Background: an optimization exercise with open tools, aiming at small area. Do not read the settings as production practice.
Function was checked by simulation only, so behaviour that the tests miss may differ from the original.
Power is estimated from default activity; no workload was simulated.

v6:
## systolic_cube_with_mc
module systolic_cube_with_mc #(
    parameter ARRAY_NUM = 3,
    parameter BLOCK_NUM = 3,
    parameter CUBE_NUM  = 3,  
    parameter RAM_DEPTH = 2048
) (
    input  wire                         iClk,
    input  wire                         iRst,
    input  wire                         iStart,
    output wire                         oReady,
    output wire [$clog2(RAM_DEPTH)-1:0] oAddrForDataWeightRam,
    input  wire [31:0]                  iDataFromDataRam,
    input  wire [31:0]                  iWeightFromWeightRam,
    output wire                         oWrEnForResultRam,
    output wire [$clog2(RAM_DEPTH)-1:0] oAddrForResultRam,
    output wire [31:0]                  oDataToResultRam
);
For scale: ~930 flip-flops, ~120 I/O pins, ~61000 um^2 of cells after synthesis.
export LEC_CHECK = 0
export ABC_AREA = 1
export CAP_MARGIN = 20
export CORE_MARGIN = 2
export CORE_UTILIZATION = 45
export CTS_CLUSTER_DIAMETER = 100
export CTS_CLUSTER_SIZE = 22
export SLEW_MARGIN = 20
create_clock -name core_clock -period 10.0 [get_ports {iClk}]
standard.sh (not shown) runs the stock make flow with config.mk's settings and CLKGATE_MAP_FILE= SYNTH_SCRIPT=/design/flow/synth_recipe.tcl, a recipe that flattens the netlist after the stock synthesis.
==> flow/flow/run.sh <==
#!/bin/bash
# The standard layout (standard.sh), with two changes to synthesis, neither
# of which touches the registers:
#  - Yosys's synth skips its quick ABC pass (synth -noabc), so the full
#    adders that extract_fa finds are the ones the RTL writes, without the
#    inverters the quick mapping leaves around them;
#  - the final technology mapping runs ABC with flow/abc_area.script (two
#    rounds of choice-based area mapping (amap) with resubstitution, and
#    no buffering or sizing, which placement repairs later).
set -euo pipefail
W=$(pwd)
sed 's/yosys synth -nofsm -noshare /yosys synth -nofsm -noshare -noabc /' "$W/synth_recipe.tcl" > "$W/synth_noabc.tcl"
grep -q -- '-noabc' "$W/synth_noabc.tcl"
cat > "$W/synth_abc.tcl" <<EOT
proc abc {args} {
  set i [lsearch -exact \$args -script]
  if { \$i >= 0 } { set args [lreplace \$args [expr {\$i + 1}] [expr {\$i + 1}] {$W/flow/abc_area.script}] }
  yosys abc {*}\$args
}
source {$W/synth_noabc.tcl}
EOT
bash "$W/standard.sh" "SYNTH_SCRIPT=$W/synth_abc.tcl" finish > "$W/standard.log" 2>&1
==> flow/flow/abc_area.script <==
strash
dch -f
amap
mfs2
strash
dch -f
amap
topo
> inputs changed (v6 -> v7)
-- flow/design.v --
<<< v6, line 50
);
reg  [19:0] acc;
wire [19:0] accg = iClear ? 20'd0 : acc;
wire [8:0]  p0, p1, p2, p3;
wire [19:0] sum;
>>> v7, line 50
);
reg  [19:0] acc;
reg         cdef;
wire        cnext;
wire [19:0] accg = iClear ? 20'd0 : acc;
wire        cdefg = iClear ? 1'b0 : cdef;
wire [8:0]  p0, p1, p2, p3;
wire [19:0] sum;
<<< v6, line 224
assign s73 = c42 ^ s43 ^ c72;
assign c74 = (c42 & s43) | (c72 & (c42 ^ s43));
assign s75 = c44 ^ s45 ^ c74;
assign c76 = (c44 & s45) | (c74 & (c44 ^ s45));
assign s77 = c46 ^ s47 ^ c76;
assign c78 = (c46 & s47) | (c76 & (c46 ^ s47));
>>> v7, line 227
assign s73 = c42 ^ s43 ^ c72;
assign c74 = (c42 & s43) | (c72 & (c42 ^ s43));
assign cnext = c74;
assign s75 = c44 ^ s45 ^ cdefg;
assign c76 = (c44 & s45) | (cdefg & (c44 ^ s45));
assign s77 = c46 ^ s47 ^ c76;
assign c78 = (c46 & s47) | (c76 & (c46 ^ s47));
<<< v6, line 246
always @(posedge iClk) begin
  acc  <= sum;
end
assign oAcc = acc;
>>> v7, line 250
always @(posedge iClk) begin
  acc  <= sum;
  cdef <= cnext;
end
assign oAcc = acc;
[summary]
[compare] base=v6 new=v7: detailed router's first-iteration violation count lower, total leakage power lower, fmax higher. Against v6, v7 reports a number of clock buffers in the layout that is lower. Diff v6 -> v7: count of non-filler cells in the finished layout held, synthesis-to-layout area growth went down 0.66 points, die outline area went up 0.94%, via count of the routed design went down 683, flip-flop and latch count went up 18. Between v6 and v7, the flow reports final area increasing slightly.

---

Another version of the RTL of systolic_cube_with_mc (not shown whole).
Size in the first run: ~950 flip-flops, about 120 I/O pins, about 0.066 mm² of cells after synthesis.
==> module appr_mult, before the edit <==
module appr_mult (
  input  wire [7:0] iData,
  output wire [8:0] oTimes3
);
wire [7:0] e;
generate
  genvar i;
  for (i = 0; i < 4; i = i + 1) begin : g
    assign e[2*i]   = iData[2*i] & iData[2*i+1];
    assign e[2*i+1] = 1'b0;
  end
endgenerate
assign oTimes3 = {1'b0, iData} + {iData, 1'b0} - {e, 1'b0};
endmodule
==> module pe_cube, before the edit <==
module pe_cube (
  input  wire         iClk,
  input  wire         iRst,
  input  wire         iValid,
  input  wire [31:0]  iDataRam,
  input  wire [31:0]  iWeightRam,
  input  wire [8:0]   iPattern,
  input  wire [1:0]   iPassLeft,
  input  wire         iHold0,
  input  wire [4:0]   iCap,
  output wire [215:0] oResult
);
localparam PATTERN_1 = 3'd0,
           PATTERN_2 = 3'd1,
           PATTERN_3 = 3'd2,
           PATTERN_4 = 3'd3,
           PATTERN_5 = 3'd4;
wire [7:0] d2 = iValid ? iDataRam[31:24] : 8'd0;
wire [4:0] shift_in = iValid ? iWeightRam[28:24] : 5'd0;
reg  [1:0] pass_dly [0:1];
wire [1:0] pass [0:2];
assign pass[0] = iPassLeft;
assign pass[1] = pass_dly[0];
assign pass[2] = pass_dly[1];
always @(posedge iClk) begin
  if (iRst) begin
    pass_dly[0] <= 2'd0;
    pass_dly[1] <= 2'd0;
  end else begin
    pass_dly[0] <= iPassLeft;
    pass_dly[1] <= pass_dly[0];
  end
end
wire [4:0] cap = iCap;
reg  [4:0] young;
always @(posedge iClk) begin
  if (iRst) begin
    young <= 5'b11111;
  end else begin
    young <= {young[3:0], 1'b0};
  end
end
wire rst_q = young[0];
wire [4:0] hold;
assign hold[0] = iHold0;
assign hold[4:1] = cap[3:0];
reg  [7:0] cache [0:8];
reg  [7:0] dly   [0:8];
wire [7:0] x     [0:8];
wire [8:0] t3    [0:8];
reg  [7:0] w     [0:2][1:5];
generate
  genvar k, a, c;
  for (c = 0; c < 3; c = c + 1) begin : col
    wire [2:0] p  = iPattern[3*c+2:3*c];
    wire [7:0] d1 = iValid ? iDataRam[8*c+7:8*c] : 8'd0;
    assign x[c]   = (p == PATTERN_1 || p == PATTERN_2 || p == PATTERN_3) ? d1 :
                    (p == PATTERN_4 || p == PATTERN_5) ? d2 : 8'd0;
    assign x[3+c] = (p == PATTERN_2 || p == PATTERN_3 || p == PATTERN_4) ? d1 :
                    (p == PATTERN_1 || p == PATTERN_5) ? d2 : 8'd0;
    assign x[6+c] = (p == PATTERN_3 || p == PATTERN_4 || p == PATTERN_5) ? d1 :
                    (p == PATTERN_1 || p == PATTERN_2) ? d2 : 8'd0;
  end
  for (a = 0; a < 3; a = a + 1) begin : arr
    for (c = 0; c < 3; c = c + 1) begin : col
      always @(posedge iClk) begin
        if (c < 2 && pass[a][c % 2]) begin
          cache[3*a+c] <= dly[3*a+(c+1)%3];
        end else begin
          cache[3*a+c] <= x[3*a+c];
        end
        dly[3*a+c] <= cache[3*a+c];
      end
      appr_mult m (.iData(cache[3*a+c]), .oTimes3(t3[3*a+c]));
    end
  end
  for (k = 0; k < 3; k = k + 1) begin : blk
    always @(posedge iClk) begin
      w[k][1] <= iValid ? iWeightRam[8*k+7:8*k] : 8'd0;
      w[k][2] <= w[k][1];
      w[k][3] <= w[k][2];
      w[k][4] <= w[k][3];
      w[k][5] <= w[k][4];
    end
    wire [7:0] wd [0:4];
    for (a = 0; a < 5; a = a + 1) begin : tap
      assign wd[a] = (hold[a] | young[a]) ? 8'd0 : w[k][a+1];
    end
    wire [19:0] acc [0:8];
    for (a = 0; a < 3; a = a + 1) begin : arr
      for (c = 0; c < 3; c = c + 1) begin : col
        pe u (
          .iClk(iClk),
          .iClear(rst_q | cap[a+c]),
          .iData(cache[3*a+c]),
          .iTimes3(t3[3*a+c]),
          .iWeight(wd[a+c]),
          .oAcc(acc[3*a+c])
        );
      end
    end
    wire [19:0] sh0_in = ({20{cap[0]}} & acc[0]) | ({20{cap[1]}} & acc[1]) |
                         ({20{cap[3]}} & acc[5]) | ({20{cap[4]}} & acc[8]);
    wire [19:0] sh1_in = ({20{cap[1]}} & acc[3]) | ({20{cap[3]}} & acc[7]);
    wire [19:0] sh0    = sh0_in >> shift_in;
    wire [19:0] sh1    = sh1_in >> shift_in;
    reg  [7:0] res [0:8];
    always @(posedge iClk) begin
      if (cap[0]) res[0] <= sh0[7:0];
      if (cap[1]) res[1] <= sh0[7:0];
      if (cap[2]) res[2] <= acc[2][7:0];
      if (cap[1]) res[3] <= sh1[7:0];
      if (cap[2]) res[4] <= acc[4][7:0];
      if (cap[3]) res[5] <= sh0[7:0];
      if (cap[2]) res[6] <= acc[6][7:0];
      if (cap[3]) res[7] <= sh1[7:0];
      if (cap[4]) res[8] <= sh0[7:0];
    end
    for (a = 0; a < 9; a = a + 1) begin : out
      assign oResult[8*(9*k+a)+7:8*(9*k+a)] = res[a];
    end
  end
endgenerate
endmodule
Settings: LEC_CHECK=0, ABC_AREA=1, CAP_MARGIN=20, CORE_MARGIN=2, CORE_UTILIZATION=45, CTS_CLUSTER_DIAMETER=100, CTS_CLUSTER_SIZE=22, SLEW_MARGIN=20; clock period 10.0 ns.
==> flow/flow/run.sh <==
#!/bin/bash
# The standard layout (standard.sh), with two changes to synthesis, neither
# of which touches the registers:
#  - Yosys's synth skips its quick ABC pass (synth -noabc), so the full
#    adders that extract_fa finds are the ones the RTL writes, without the
#    inverters the quick mapping leaves around them;
#  - the final technology mapping runs ABC with flow/abc_area.script (two
#    rounds of choice-based area mapping with don't-care resubstitution, and
#    no buffering or sizing, which placement repairs later).
set -euo pipefail
W=$(pwd)
sed 's/yosys synth -nofsm -noshare /yosys synth -nofsm -noshare -noabc /' "$W/synth_recipe.tcl" > "$W/synth_noabc.tcl"
grep -q -- '-noabc' "$W/synth_noabc.tcl"
cat > "$W/synth_abc.tcl" <<EOT
proc abc {args} {
  set i [lsearch -exact \$args -script]
  if { \$i >= 0 } { set args [lreplace \$args [expr {\$i + 1}] [expr {\$i + 1}] {$W/flow/abc_area.script}] }
  yosys abc {*}\$args
}
source {$W/synth_noabc.tcl}
EOT
bash "$W/standard.sh" "SYNTH_SCRIPT=$W/synth_abc.tcl" finish > "$W/standard.log" 2>&1
==> flow/flow/abc_area.script <==
strash
&get -n
&st
&dch -f
&nf -a -R 1000
&put
mfs2
strash
&get -n
&st
&dch -f
&nf -a -R 1000
&put
topo
The baseline ran to the end with no violations.
Next try:
--- a/flow/design.v
+++ b/flow/design.v
@@ -11,21 +11,37 @@
 assign oPartial[8:1] = ({8{s1}} & {1'b0, iData[7:1]}) | ({8{s2}} & iData) | ({8{s3}} & iTimes3[8:1]);
 endmodule
 module appr_mult (
   input  wire [7:0] iData,
   output wire [8:0] oTimes3
 );
-wire [7:0] e;
+wire [7:0] lo;
+wire [8:2] hi;
 generate
   genvar i;
   for (i = 0; i < 4; i = i + 1) begin : g
-    assign e[2*i]   = iData[2*i] & iData[2*i+1];
-    assign e[2*i+1] = 1'b0;
+    assign lo[2*i]   = iData[2*i];
+    assign lo[2*i+1] = iData[2*i] | iData[2*i+1];
+    assign hi[2*i+2] = iData[2*i+1];
   end
 endgenerate
-assign oTimes3 = {1'b0, iData} + {iData, 1'b0} - {e, 1'b0};
+wire c3 = lo[2] & hi[2];
+wire c4 = lo[3] & c3;
+wire c5 = (lo[4] & hi[4]) | (c4 & (lo[4] ^ hi[4]));
+wire c6 = lo[5] & c5;
+wire c7 = (lo[6] & hi[6]) | (c6 & (lo[6] ^ hi[6]));
+wire c8 = lo[7] & c7;
+assign oTimes3 = {hi[8] ^ c8,
+                  lo[7] ^ c7,
+                  lo[6] ^ hi[6] ^ c6,
+                  lo[5] ^ c5,
+                  lo[4] ^ hi[4] ^ c4,
+                  lo[3] ^ c3,
+                  lo[2] ^ hi[2],
+                  lo[1],
+                  lo[0]};
 endmodule
 module pe (
   input  wire        iClk,
   input  wire        iClear,      
   input  wire [7:0]  iData,
   input  wire [8:0]  iTimes3,
@@ -338,14 +354,15 @@
         );
       end
     end
     wire [19:0] sh0_in = ({20{cap[0]}} & acc[0]) | ({20{cap[1]}} & acc[1]) |
                          ({20{cap[3]}} & acc[5]) | ({20{cap[4]}} & acc[8]);
     wire [19:0] sh1_in = ({20{cap[1]}} & acc[3]) | ({20{cap[3]}} & acc[7]);
-    wire [19:0] sh0    = sh0_in >> shift_in;
-    wire [19:0] sh1    = sh1_in >> shift_in;
+    wire [7:0]  sh0, sh1;
+    result_shift rs0 (.iAcc(sh0_in), .iShift(shift_in), .oResult(sh0));
+    result_shift rs1 (.iAcc(sh1_in), .iShift(shift_in), .oResult(sh1));
     reg  [7:0] res [0:8];
     always @(posedge iClk) begin
       if (cap[0]) res[0] <= sh0[7:0];
       if (cap[1]) res[1] <= sh0[7:0];
       if (cap[2]) res[2] <= acc[2][7:0];
       if (cap[1]) res[3] <= sh1[7:0];
@@ -358,12 +375,23 @@
     for (a = 0; a < 9; a = a + 1) begin : out
       assign oResult[8*(9*k+a)+7:8*(9*k+a)] = res[a];
     end
   end
 endgenerate
 endmodule
+module result_shift (
+  input  wire [19:0] iAcc,
+  input  wire [4:0]  iShift,
+  output wire [7:0]  oResult
+);
+wire [19:0] z1 = iShift[4] ? {16'd0, iAcc[19:16]} : iAcc;    
+wire [14:0] z2 = iShift[3] ? {3'd0, z1[19:8]} : z1[14:0];     
+wire [10:0] z3 = iShift[2] ? z2[14:4] : z2[10:0];
+wire [8:0]  z4 = iShift[1] ? z3[10:2] : z3[8:0];
+assign oResult = iShift[0] ? z4[8:1] : z4[7:0];
+endmodule
 module micro_controller (
     input  wire        iClk,
     input  wire        iRst,
     input  wire        iStart,
     output wire        oReady,
     output wire [10:0] oAddrRd,
Outcome:
- non-clock buffer count decreases by 31
- critical path depth decreases by 3
- clock power decreases by about 6%
- clock-buffer cell count stays the same
- first-iteration DRC count decreases by 19%
- design area decreases by 5.4%
- synthesized cell count decreases by 8.2%
- clock skew decreases by 0.019 ns
- final cell count decreases by 7.9%
- fmax increases by 9.9%

---

systolic_cube_with_mc, a different RTL version from the one above (not shown whole).
Size in the first run: roughly 7400 cells after synthesis, roughly 950 flip-flops, about 120 I/O pins, about 71000 sq um of cells after synthesis.
Design systolic_cube_with_mc, start of the top module:
module systolic_cube_with_mc #(
    parameter ARRAY_NUM = 3,
    parameter BLOCK_NUM = 3,
    parameter CUBE_NUM  = 3,  
    parameter RAM_DEPTH = 2048
) (
    input  wire                         iClk,
    input  wire                         iRst,
    input  wire                         iStart,
    output wire                         oReady,
    output wire [$clog2(RAM_DEPTH)-1:0] oAddrForDataWeightRam,
    input  wire [31:0]                  iDataFromDataRam,
    input  wire [31:0]                  iWeightFromWeightRam,
    output wire                         oWrEnForResultRam,
    output wire [$clog2(RAM_DEPTH)-1:0] oAddrForResultRam,
    output wire [31:0]                  oDataToResultRam
);
==> flow/config.mk <==
export PLATFORM = sky130hd
export DESIGN_NAME = systolic_cube_with_mc
export DESIGN_NICKNAME = systolic_cube_with_mc
export VERILOG_FILES = /design/flow/design.v
export SDC_FILE = /design/flow/constraint.sdc
export NUM_CORES = 4
export LEC_CHECK = 0
export ABC_AREA = 1
export CAP_MARGIN = 20
export CORE_MARGIN = 2
export CORE_UTILIZATION = 45
export CTS_CLUSTER_DIAMETER = 100
export CTS_CLUSTER_SIZE = 22
export SLEW_MARGIN = 20
==> flow/constraint.sdc <==
create_clock -name core_clock -period 10.0 [get_ports {iClk}]
set_input_delay 2.0000 -clock core_clock [delete_from_list [all_inputs] [get_ports {iClk}]]
set_output_delay 2.0000 -clock core_clock [all_outputs]
set_load 0.01 [all_outputs]
Scripts as last shown in full above: flow/flow/run.sh, flow/flow/abc_area.script
Next try:
--- a/flow/design.v
+++ b/flow/design.v
@@ -30,20 +30,17 @@
   input  wire        iCapture,    
   input  wire [7:0]  iData,
   input  wire [8:0]  iTimes3,
   input  wire [7:0]  iWeight,
   input  wire [4:0]  iShift,
   output reg  [7:0]  oResult
 );
 reg  [19:0] acc;
-reg         cdef;
-wire        cnext;
 wire [19:0] accg = iClear ? 20'd0 : acc;
-wire        cdefg = iClear ? 1'b0 : cdef;
 wire [8:0]  p0, p1, p2, p3;
 wire [19:0] sum;
 appr_mult_basic_unit u0 (.iDigit(iWeight[1:0]), .iData(iData), .iTimes3(iTimes3), .oPartial(p0));
 appr_mult_basic_unit u1 (.iDigit(iWeight[3:2]), .iData(iData), .iTimes3(iTimes3), .oPartial(p1));
 appr_mult_basic_unit u2 (.iDigit(iWeight[5:4]), .iData(iData), .iTimes3(iTimes3), .oPartial(p2));
 appr_mult_basic_unit u3 (.iDigit(iWeight[7:6]), .iData(iData), .iTimes3(iTimes3), .oPartial(p3));
 wire s1;
 wire c2;
@@ -207,19 +204,18 @@
 assign s67 = c36 ^ s37 ^ c66;
 assign c68 = (c36 & s37) | (c66 & (c36 ^ s37));
 assign s69 = c38 ^ s39 ^ c68;
 assign c70 = (c38 & s39) | (c68 & (c38 ^ s39));
 assign s71 = c40 ^ s41 ^ c70;
 assign c72 = (c40 & s41) | (c70 & (c40 ^ s41));
 assign s73 = c42 ^ s43 ^ c72;
 assign c74 = (c42 & s43) | (c72 & (c42 ^ s43));
-assign cnext = c74;
-assign s75 = c44 ^ s45 ^ cdefg;
-assign c76 = (c44 & s45) | (cdefg & (c44 ^ s45));
+assign s75 = c44 ^ s45 ^ c74;
+assign c76 = (c44 & s45) | (c74 & (c44 ^ s45));
 assign s77 = c46 ^ s47 ^ c76;
 assign c78 = (c46 & s47) | (c76 & (c46 ^ s47));
 assign s79 = c48 ^ s49 ^ c78;
 assign c80 = (c48 & s49) | (c78 & (c48 ^ s49));
 assign s81 = c50 ^ s51 ^ c80;
 assign c82 = (c50 & s51) | (c80 & (c50 ^ s51));
 assign s83 = c52 ^ s53 ^ c82;
 assign c84 = (c52 & s53) | (c82 & (c52 ^ s53));
@@ -229,18 +225,17 @@
 assign c88 = accg[16] & c86;
 assign s89 = accg[17] ^ c88;
 assign c90 = accg[17] & c88;
 assign s91 = accg[18] ^ c90;
 assign c92 = accg[18] & c90;
 assign s93 = accg[19] ^ c92;
 assign sum = {s93, s91, s89, s87, s85, s83, s81, s79, s77, s75, s73, s71, s69, s67, s65, s63, s61, s59, s57, s55};
 always @(posedge iClk) begin
-  acc  <= sum;
-  cdef <= cnext;
+  acc <= sum;
 end
 wire [19:0] shifted = acc >> iShift;
 always @(posedge iClk) begin
   if (iCapture) begin
     oResult <= shifted[7:0];
   end
 end
 endmodule
@@ -273,25 +268,34 @@
     pass_dly[0] <= 2'd0;
     pass_dly[1] <= 2'd0;
   end else begin
     pass_dly[0] <= iPassLeft;
     pass_dly[1] <= pass_dly[0];
   end
 end
 wire [4:0] cap = iCap;
-reg  [4:0] young;
+reg  [2:0] since_rst;    
 always @(posedge iClk) begin
   if (iRst) begin
-    young <= 5'b11111;
-  end else begin
-    young <= {young[3:0], 1'b0};
+    since_rst <= 3'd1;
+  end else if (since_rst != 3'd6) begin
+    since_rst <= since_rst + 3'd1;
   end
 end
-wire rst_q = young[0];
+reg rst_q;
+always @(posedge iClk) begin
+  rst_q <= iRst;
+end
+wire [4:0] young;
+assign young[0] = (since_rst <= 3'd1);
+assign young[1] = (since_rst <= 3'd2);
+assign young[2] = (since_rst <= 3'd3);
+assign young[3] = (since_rst <= 3'd4);
+assign young[4] = (since_rst <= 3'd5);
 wire [4:0] hold;
 assign hold[0] = iHold0;
 assign hold[4:1] = cap[3:0];
 wire [4:0] shift [0:4];
 assign shift[0] = iWeightRam[28:24];    
 assign shift[1] = iWeightRam[28:24];
 assign shift[2] = 5'd0;                 
 assign shift[3] = shift_in;
The changed run went through all stages and came out clean.
Design area climbs by about 0.5%.
Total power went up by about 4%.
Flip-flop and latch count fell by 19.
Setup slack degrades by 1.3 ns.
Register-to-register slack loses 1.3 ns.
Clock skew is about the same.
Final cell count rose by about 1.3%.

what the ideal ports hide:
In the flow no input, the clock included, has a driving cell. The finished layouts below were timed again as built, in two steps. Step 1 assumes that a clkbuf_16 drives the clock port and a buf_2 every other input. Step 2 also shifts input and output timing later by t, the mid clock arrival at the registers, as if the neighbouring blocks saw the same clock. Three values: ideal ports, drivers, drivers and shift; two values: the first two.
| run | t (ns) | setup WS [ns] | slew at the worst register clock pin (ns) | worst slew at a driven data input, ns |
|---|---|---|---|---|
| v6 | 0.786 | 0.485 / 0.485 / 0.485 | 0.10 / 0.10 | 0.10 |
| v7 | 0.797 | 2.018 / 2.018 / 2.018 | 0.10 / 0.10 | 0.04 |
| the first run of note 2 | 0.800 | 1.476 / 1.476 / 1.476 | 0.11 / 0.11 | 0.05 |
| the second run of note 2 | 0.792 | 2.245 / 2.245 / 2.245 | 0.10 / 0.10 | 0.04 |
| the first run of note 3 | 0.811 | 1.804 / 1.804 / 1.804 | 0.11 / 0.11 | 0.05 |
| the second run of note 3 | 0.810 | 0.538 / 0.538 / 0.538 | 0.10 / 0.10 | 0.06 |
After both steps every run listed still meets setup and hold.
